This design comes from an exercise in tuning for small area on the open sky130 flow, not from production work.
In this exercise RTL edits were held to simulation tests only and were not proved equivalent to the original.

==> run G <==
Design cpu, start of the top module:
module cpu(
  CLK,
  rst,
  MEMD,
  MEMRDY,
  addr,
  memDat,
  memWrite,
  halted
  );
export LEC_CHECK = 0
export CAP_MARGIN = 20
export CORE_MARGIN = 2
export CORE_UTILIZATION = 65
export PLACE_DENSITY = 0.72
export SLEW_MARGIN = 20
create_clock -name core_clock -period 7.0 [get_ports {CLK}]
standard.sh (not shown) runs the stock make flow with config.mk's settings and CLKGATE_MAP_FILE= SYNTH_SCRIPT=/design/flow/synth_recipe.tcl, a recipe that flattens the netlist after the stock synthesis.
==> flow/flow/run.sh <==
#!/bin/bash
# Layout flow for this design: the standard layout (standard.sh) with
#  - synthesis as standard.sh runs it, except that ABC maps the logic with
#    flow/abc.script (delay-optimal mapping with extra area recovery, without
#    the gate upsizing and buffering of ORFS's speed script; the resizer
#    buffers and sizes after placement). Registers are mapped before ABC
#    runs, so they are the standard synthesis's, with the same names and cells.
#  - buf_1 port buffers,
#  - a clock tree of clkbuf_8 clusters of at most 14 sinks, without dummy loads.
# Each tool's output goes to synth.log and layout.log in this folder; ORFS's
# per-step logs are under orfs/logs.
set -euo pipefail
here=$(pwd)
mkdir -p synth_scripts
for f in "$FLOW_HOME"/scripts/*; do ln -s "$f" synth_scripts/; done
rm synth_scripts/abc_speed.script
cp flow/abc.script synth_scripts/abc_speed.script
SCRIPTS_DIR=$here/synth_scripts bash standard.sh synth > synth.log 2>&1
export BUFFER_PORTS_ARGS="-buffer_cell sky130_fd_sc_hd__buf_1"
export CTS_ARGS="-sink_clustering_enable -repair_clock_nets -dont_use_dummy_load -buf_list sky130_fd_sc_hd__clkbuf_8 -sink_clustering_size 14 -sink_clustering_max_diameter 64"
bash standard.sh > layout.log 2>&1
==> flow/flow/abc.script <==
&get -n
&st
&dch
&nf -F 10 -A 4
&put
topo
==> run H: changes against run G <==
--- a/flow/design.v
+++ b/flow/design.v
@@ -23,24 +23,28 @@
   integer i;
   for (i = 0; i < 16; i = i + 1) rev[i] = x[15 - i];
 endfunction
 wire right = OP[1];
 wire [15:0] shIn = right ? rev(A) : A;
-wire [15:0] shl = shIn << B[3:0];
+wire [15:0] shl = big ? 16'd0 : (shIn << B[3:0]);
 wire [15:0] shr = rev(shl);
 wire [3:0] tt = OP == 4'd7 ? 4'b1000 : OP == 4'd8 ? 4'b1110 : OP == 4'd9 ? 4'b0011 : 4'b0110;
 reg [15:0] lg;
 integer li;
 always @(*)
   for (li = 0; li < 16; li = li + 1) lg[li] = tt[{A[li], B[li]}];
-wire selSum = OP >= 4'd1 && OP <= 4'd4;
-wire selShl = OP == 4'd5 && !big;
-wire selShr = OP == 4'd6 && !big;
-wire selLg  = OP >= 4'd7 && OP <= 4'd10;
-wire selM   = OP == 4'd11;
-wire [15:0] r = ({16{selSum}} & sum[15:0]) | ({16{selShl}} & shl) | ({16{selShr}} & shr) |
-                ({16{selLg}} & lg) | ({16{selM}} & M);
+reg [15:0] r;
+always @(*) begin
+  case (OP)
+    4'd1, 4'd2, 4'd3, 4'd4: r = sum[15:0];
+    4'd5:  r = shl;
+    4'd6:  r = shr;
+    4'd7, 4'd8, 4'd9, 4'd10: r = lg;
+    4'd11: r = M;
+    default: r = 16'd0;
+  endcase
+end
 assign out = r;
 wire carry = (isAdd | isAddc) & sum[16];
 assign flgOut = {carry, ((r == 16'd0) | OP == 4'd11) & ~carry};
 endmodule
 module cpu(
@@ -73,10 +77,11 @@
 reg [7:0] flags;
 reg g, s;
 reg [31:0] pCtr;
 reg [31:0] stackPointer;
 reg [1:0] addrMuxSelector;
+reg popHi, popLo;               
 assign halted = halt;
 assign memDat = memOut;
 assign memWrite = memW;
 assign addr = addrMuxSelector == 2'd0 ? pCtr :
               addrMuxSelector == 2'd1 ? stackPointer : abCombined;
@@ -125,21 +130,18 @@
 end
 wire [15:0] lit4 = {1'b0, l3 ? os2[14:0] : os3[14:0]};
 wire fw3 = op3 == 7'd40 || op3 == 7'd63 || alu3;
 wire [15:0] x3 = l3 ? lit4 : alu3 ? aluOut : op3 == 7'd63 ? {8'd0, flags} : stackPointer[15:0];
 wire [15:0] x4 = l4 ? lit4 : memOut;
-wire aHit3 = (l3 && pa == 3'd7) || (fw3 && cSel3 == pa);
-wire aHit4 = (l4 && pa == 3'd7) || (alu4 && cSel4 == pa);
-wire aLsr = st3 && op4 == 7'd41 && cSel4 == pa;
+wire aHit3 = (l3 && aSel2 == 3'd7) || (fw3 && cSel3 == aSel2);
+wire aHit4 = (l4 && aSel2 == 3'd7) || (alu4 && cSel4 == aSel2);
 wire bHit3 = (l3 && bSel2 == 3'd7) || (fw3 && cSel3 == bSel2);
 wire bHit4 = (l4 && bSel2 == 3'd7) || (alu4 && cSel4 == bSel2);
-wire [15:0] aNext = aHit3 ? x3 : aHit4 ? x4 : aLsr ? stackPointer[15:0] : rA;
+wire [15:0] aNext = aHit3 ? x3 : aHit4 ? x4 : rA;
 wire [15:0] bNext = bHit3 ? x3 : bHit4 ? x4 : rB;
-wire popHiN = !((l4 && cSel3 == 3'd7) || (op4 == 7'd40 && cSel4 == cSel3));
-wire popLoN = !((l4 && cSel3 == 3'd7) || ((op4 == 7'd40 || op4 == 7'd63) && cSel4 == cSel3));
-wire popHi = os3[4];
-wire popLo = os3[3];
+wire sHit4 = (l4 && cSel3 == 3'd7) || (alu4 && cSel4 == cSel3);
+wire [15:0] storeVal = sHit4 ? x4 : (op4 == 7'd41 && cSel4 == cSel3) ? stackPointer[15:0] : rA;
 wire popW = op4 == 7'd43;
 wire weHi = alu4 || l4 || op4 == 7'd40 || op4 == 7'd60 || (popW && popHi);
 wire weLo = alu4 || l4 || op4 == 7'd40 || op4 == 7'd60 || op4 == 7'd63 || (popW && popLo);
 wire [2:0] wSel = l4 ? 3'd7 : cSel4;
 reg [15:0] wData;
@@ -171,16 +173,20 @@
 always @(posedge CLK) begin
   aS0 <= aNext;
   bS0 <= bNext;
   if (!halt && op3 != 7'd53) abCombined <= {aS0, bS0};
   if (!halt) begin
-    if (st3) memOut <= aNext;
+    if (st3) memOut <= storeVal;
     else if (op3 == 7'd44) memOut <= pCtr[31:16];
     else if (cl4) memOut <= pCtr[15:0];
     else if (op3 == 7'd62) memOut <= abCombined[31:16];
     else if (op3 == 7'd42) memOut <= aS0;
     else memOut <= aluOut;
+  end
+  if (op3 == 7'd43) begin
+    popHi <= !((l4 && cSel3 == 3'd7) || (op4 == 7'd40 && cSel4 == cSel3));
+    popLo <= !((l4 && cSel3 == 3'd7) || ((op4 == 7'd40 || op4 == 7'd63) && cSel4 == cSel3));
   end
   ab5 <= os3[8:3];
 end
 always @(posedge CLK) begin
   if (rst) begin
@@ -199,11 +205,10 @@
       os0 <= 16'd0; os1 <= 16'd0; os2 <= 16'd0; os3 <= 16'd0;
       c5 <= 1'b0; r5 <= 1'b0;
     end else begin
       os0 <= pipeBlocked ? 16'd0 : MEMD;
       os1 <= os0; os2 <= os1; os3 <= os2;
-      if (op3 == 7'd43) os3[4:3] <= {popHiN, popLoN};
       c5 <= cl4; r5 <= op4 == 7'd45;
     end
     if (op3 == 7'd42 || op3 == 7'd44 || st3) memW <= 1'b1;
     else if (op4 == 7'd42 || op4 == 7'd61 || c5) memW <= 1'b0;
     if (alu4) flags <= {6'd0, aluFlags};
==> flow/flow/run.sh (replaced) <==
#!/bin/bash
# Layout flow for this design: the standard layout (standard.sh) with
#  - synthesis as standard.sh runs it, except that ABC maps the logic with
#    flow/abc.script (delay-optimal mapping with extra area recovery, without
#    the gate upsizing and buffering of ORFS's speed script; the resizer
#    buffers and sizes after placement). Registers are mapped before ABC
#    runs, so they are the standard synthesis's, with the same names and cells.
#  - buf_1 port buffers,
#  - a clock tree of clkbuf_8 clusters of at most 12 sinks, without dummy loads.
# Each tool's output goes to synth.log and layout.log in this folder; ORFS's
# per-step logs are under orfs/logs.
set -euo pipefail
here=$(pwd)
mkdir -p synth_scripts
for f in "$FLOW_HOME"/scripts/*; do ln -s "$f" synth_scripts/; done
rm synth_scripts/abc_speed.script
cp flow/abc.script synth_scripts/abc_speed.script
SCRIPTS_DIR=$here/synth_scripts bash standard.sh synth > synth.log 2>&1
export BUFFER_PORTS_ARGS="-buffer_cell sky130_fd_sc_hd__buf_1"
export CTS_ARGS="-sink_clustering_enable -repair_clock_nets -dont_use_dummy_load -buf_list sky130_fd_sc_hd__clkbuf_8 -sink_clustering_size 12 -sink_clustering_max_diameter 60"
bash standard.sh > layout.log 2>&1
--- a/flow/config.mk
+++ b/flow/config.mk
@@ -5,8 +5,7 @@
 export SDC_FILE = /design/flow/constraint.sdc
 export NUM_CORES = 4
 export LEC_CHECK = 0
 export CAP_MARGIN = 20
 export CORE_MARGIN = 2
-export CORE_UTILIZATION = 65
-export PLACE_DENSITY = 0.72
+export CORE_UTILIZATION = 55
 export SLEW_MARGIN = 20
==> key figures <==
Final layout
  – Multi-input combinational area share: between 50% and 60%
  – Non-clk invs: 22
  – Multi-input logic area: 11720 sq um

Detailed routing
  – Post-Route WL: 87260 um

Status
  – Status: timing/DRC/antenna clean

STA
  – Worst Tran Pin Value: 1174 ps
[end of results for run G]
==> key figures <==
Status
  – Status: timing/DRC/antenna clean

Final layout
  – Multi-input logic area: between 10000 and 15000 sq um
  – Non-clk invs: 29
  – Multi-input combinational area share: roughly 52%

Detailed routing
  – Post-Route WL: 89900 um

STA
  – Worst Tran Pin Value: 1280 ps
[end of results for run H]

-- static timing again, ports no longer ideal --
No port has a modelled driver above. Below, the same layouts with a new extraction and two added sets of constraints. Step 1, drivers: a clkbuf_16 drives CLK and a buf_2 each remaining input, both assumed. Step 2, shift: input delay + t, output delay - t, t = (earliest + latest rising clock arrival at the registers) / 2. This alone moves slack from input paths to output paths. Slacks: ideal ports / drivers / drivers and shift; pairs: ideal ports / drivers.
| run | t, ns | setup slack, ns | worst data-port slew with drivers (ns) | pins driven straight from the clock port |
|---|---|---|---|---|
| run G | 0.710 | 1.169 / 1.169 / 1.169 | 0.03 | 1 |
| run H | 0.667 | 1.145 / 1.145 / 1.145 | 0.04 | 1 |
After both steps setup and hold are still met in every run listed.
